This design comes from an exercise in tuning for small area on the open sky130 flow, not from production work. Function was checked by simulation only, so behaviour that the tests miss may differ from the original. Power is estimated from default activity; no workload was simulated.

## uart
module uart (
    clk,
    reset,
    address,
    chipselect,
    writedata,
    readdata,
    write,
    read,
    uart_clk_out,
    uart_rx,
    uart_tx
);
Size: roughly 1300 cells after synthesis, about 490 flip-flops, about 75 I/O pins, roughly 20000 um^2 of cells after synthesis.
Settings: LEC_CHECK=0, CAP_MARGIN=20, CORE_MARGIN=2, CORE_UTILIZATION=65, PLACE_DENSITY=0.75, SLEW_MARGIN=20; clock period 10.0 ns.
standard.sh (not shown) runs the stock make flow with config.mk's settings and CLKGATE_MAP_FILE= SYNTH_SCRIPT=/design/flow/synth_recipe.tcl, a recipe that flattens the netlist after the stock synthesis.
==> flow/flow/run.sh <==
#!/bin/bash
# Own layout flow: the standard ORFS flow (standard.sh, the standard flow's synthesis
# script) with these changes:
#  - Yosys's ABC step maps for area (flow/abc_area.script in place of ORFS's
#    abc_speed.script; the registers are mapped before ABC and do not change);
#  - port buffers use the smallest buffer (buf_1) instead of clkdlybuf4s50_1;
#  - clock tree: clkbuf_8 leaf buffers, 14-sink clusters, no dummy loads.
set -euo pipefail
here=$(pwd)
rm -rf "$here/scripts"
cp -r "$FLOW_HOME/scripts" "$here/scripts"
cp "$here/flow/abc_area.script" "$here/scripts/abc_speed.script"
export SCRIPTS_DIR="$here/scripts"
export BUFFER_PORTS_ARGS="-buffer_cell sky130_fd_sc_hd__buf_1"
export CTS_ARGS="-sink_clustering_enable -repair_clock_nets -dont_use_dummy_load -buf_list sky130_fd_sc_hd__clkbuf_8 -sink_clustering_size 14 -sink_clustering_max_diameter 50"
bash standard.sh > standard_flow.log 2>&1
==> flow/flow/abc_area.script <==
&get -n
&st
&dch
&nf -R 1000
&put
Next try:
==> flow/flow/run.sh (replaced) <==
#!/bin/bash
# Own layout flow: the standard ORFS flow (standard.sh, unchanged
# synthesis) with two placement/CTS arguments changed:
#  - port buffers use the smallest buffer (buf_1) instead of clkdlybuf4s50_1;
#  - clock tree: clkbuf_8 leaf buffers, 14-sink clusters, no dummy loads.
set -euo pipefail
export BUFFER_PORTS_ARGS="-buffer_cell sky130_fd_sc_hd__buf_1"
export CTS_ARGS="-sink_clustering_enable -repair_clock_nets -dont_use_dummy_load -buf_list sky130_fd_sc_hd__clkbuf_8 -sink_clustering_size 14 -sink_clustering_max_diameter 50"
bash standard.sh > standard_flow.log 2>&1
removed: flow/flow/abc_area.script
Clock-buffer cell count went down by 1; via count grows by a few percent; hold slack gets worse by 13 ps; flip-flop and latch count does not change; worst setup slack gains 140 ps; clock power stays flat; total power shrinks slightly; wire length went up by a little under a tenth; sequential share of layout area shrinks by 2.5 points; clock skew rose by 29 ps; sequential power went up by a few percent.

* * *

## job 101
uart, a different RTL version from the one above (not shown whole).
For scale: about 530 flip-flops, roughly 75 I/O pins, about 18000 µm² of cells after synthesis.
Settings: LEC_CHECK=0, CAP_MARGIN=20, CORE_MARGIN=2, CORE_UTILIZATION=65, PLACE_DENSITY=0.75, SLEW_MARGIN=20; clock period 10.0 ns.
==> flow/flow/run.sh <==
#!/bin/bash
# Own layout flow: the standard ORFS flow (standard.sh, the standard flow's synthesis
# script) with these changes:
#  - Yosys's ABC step maps for area (flow/abc_area.script in place of ORFS's
#    abc_speed.script; the registers are mapped before ABC and do not change);
#  - port buffers use the smallest buffer (buf_1) instead of clkdlybuf4s50_1;
#  - clock tree: clkbuf_8 leaf buffers, 18-sink clusters, no dummy loads.
set -euo pipefail
here=$(pwd)
rm -rf "$here/scripts"
cp -r "$FLOW_HOME/scripts" "$here/scripts"
cp "$here/flow/abc_area.script" "$here/scripts/abc_speed.script"
export SCRIPTS_DIR="$here/scripts"
export BUFFER_PORTS_ARGS="-buffer_cell sky130_fd_sc_hd__buf_1"
export CTS_ARGS="-sink_clustering_enable -repair_clock_nets -dont_use_dummy_load -buf_list sky130_fd_sc_hd__clkbuf_8 -sink_clustering_size 18 -sink_clustering_max_diameter 60"
bash standard.sh > standard_flow.log 2>&1
==> flow/flow/abc_area.script <==
strash
dch -f
amap
Job 101 | status: complete | timing, DRC, antenna: pass
> inputs changed (job 101 -> job 102)
--- a/flow/config.mk
+++ b/flow/config.mk
@@ -8,5 +8,5 @@
 export CAP_MARGIN = 20
 export CORE_MARGIN = 2
-export CORE_UTILIZATION = 65
-export PLACE_DENSITY = 0.75
+export CORE_UTILIZATION = 72
+export PLACE_DENSITY = 0.8
 export SLEW_MARGIN = 20
Findings:
Looking at job 101 and job 102, the area of all placed cells without fillers is a wash. When the final numbers for job 101 and job 102 were put side by side, the worst endpoint data arrival time turned out to be greater in job 102. Delta (job 102 minus job 101): overall power after layout moved down, global routing usage on met3 went down by 0.42 points, proportion of power drawn by the clock network fell by 0.4 points, multi-input logic portion of the cell area now sits at about the same level.

## re-timing with driven ports
No port has a modelled driver above. Below, the same layouts with a new extraction and two added sets of constraints. Step 1 assumes that a clkbuf_16 drives the clock port and a buf_2 every other input. Step 2 times the ports against the registers' clock, not the clock port: input delays grow and output delays shrink by t, the midpoint of the rising clock arrivals with the driver on. a / b / c = no drivers / after step 1 / after step 2; a / b = the first two.
| run | t (ns) | setup WS [ns] | worst setup path at the end | worst register clock-pin slew, ns | worst slew at a driven data input, ns |
|---|---|---|---|---|---|
| the first run of note 1 | 0.597 | 5.551 / 5.551 / 5.240 | input to register | 0.09 / 0.09 | 0.07 |
| the second run of note 1 | 0.631 | 5.687 / 5.717 / 5.086 | input to register | 0.09 / 0.09 | 0.07 |
| job 101 | 0.586 | 4.797 / 4.797 / 4.707 | input to register | 0.11 / 0.11 | 0.08 |
| job 102 | 0.588 | 4.629 / 4.629 / 4.629 | register to register | 0.11 / 0.11 | 0.06 |
After both steps setup and hold are still met in every run listed. The setup slack of the second run of note 1, which loses most, moves by +0.030 ns with the drivers and by -0.601 ns with both steps.
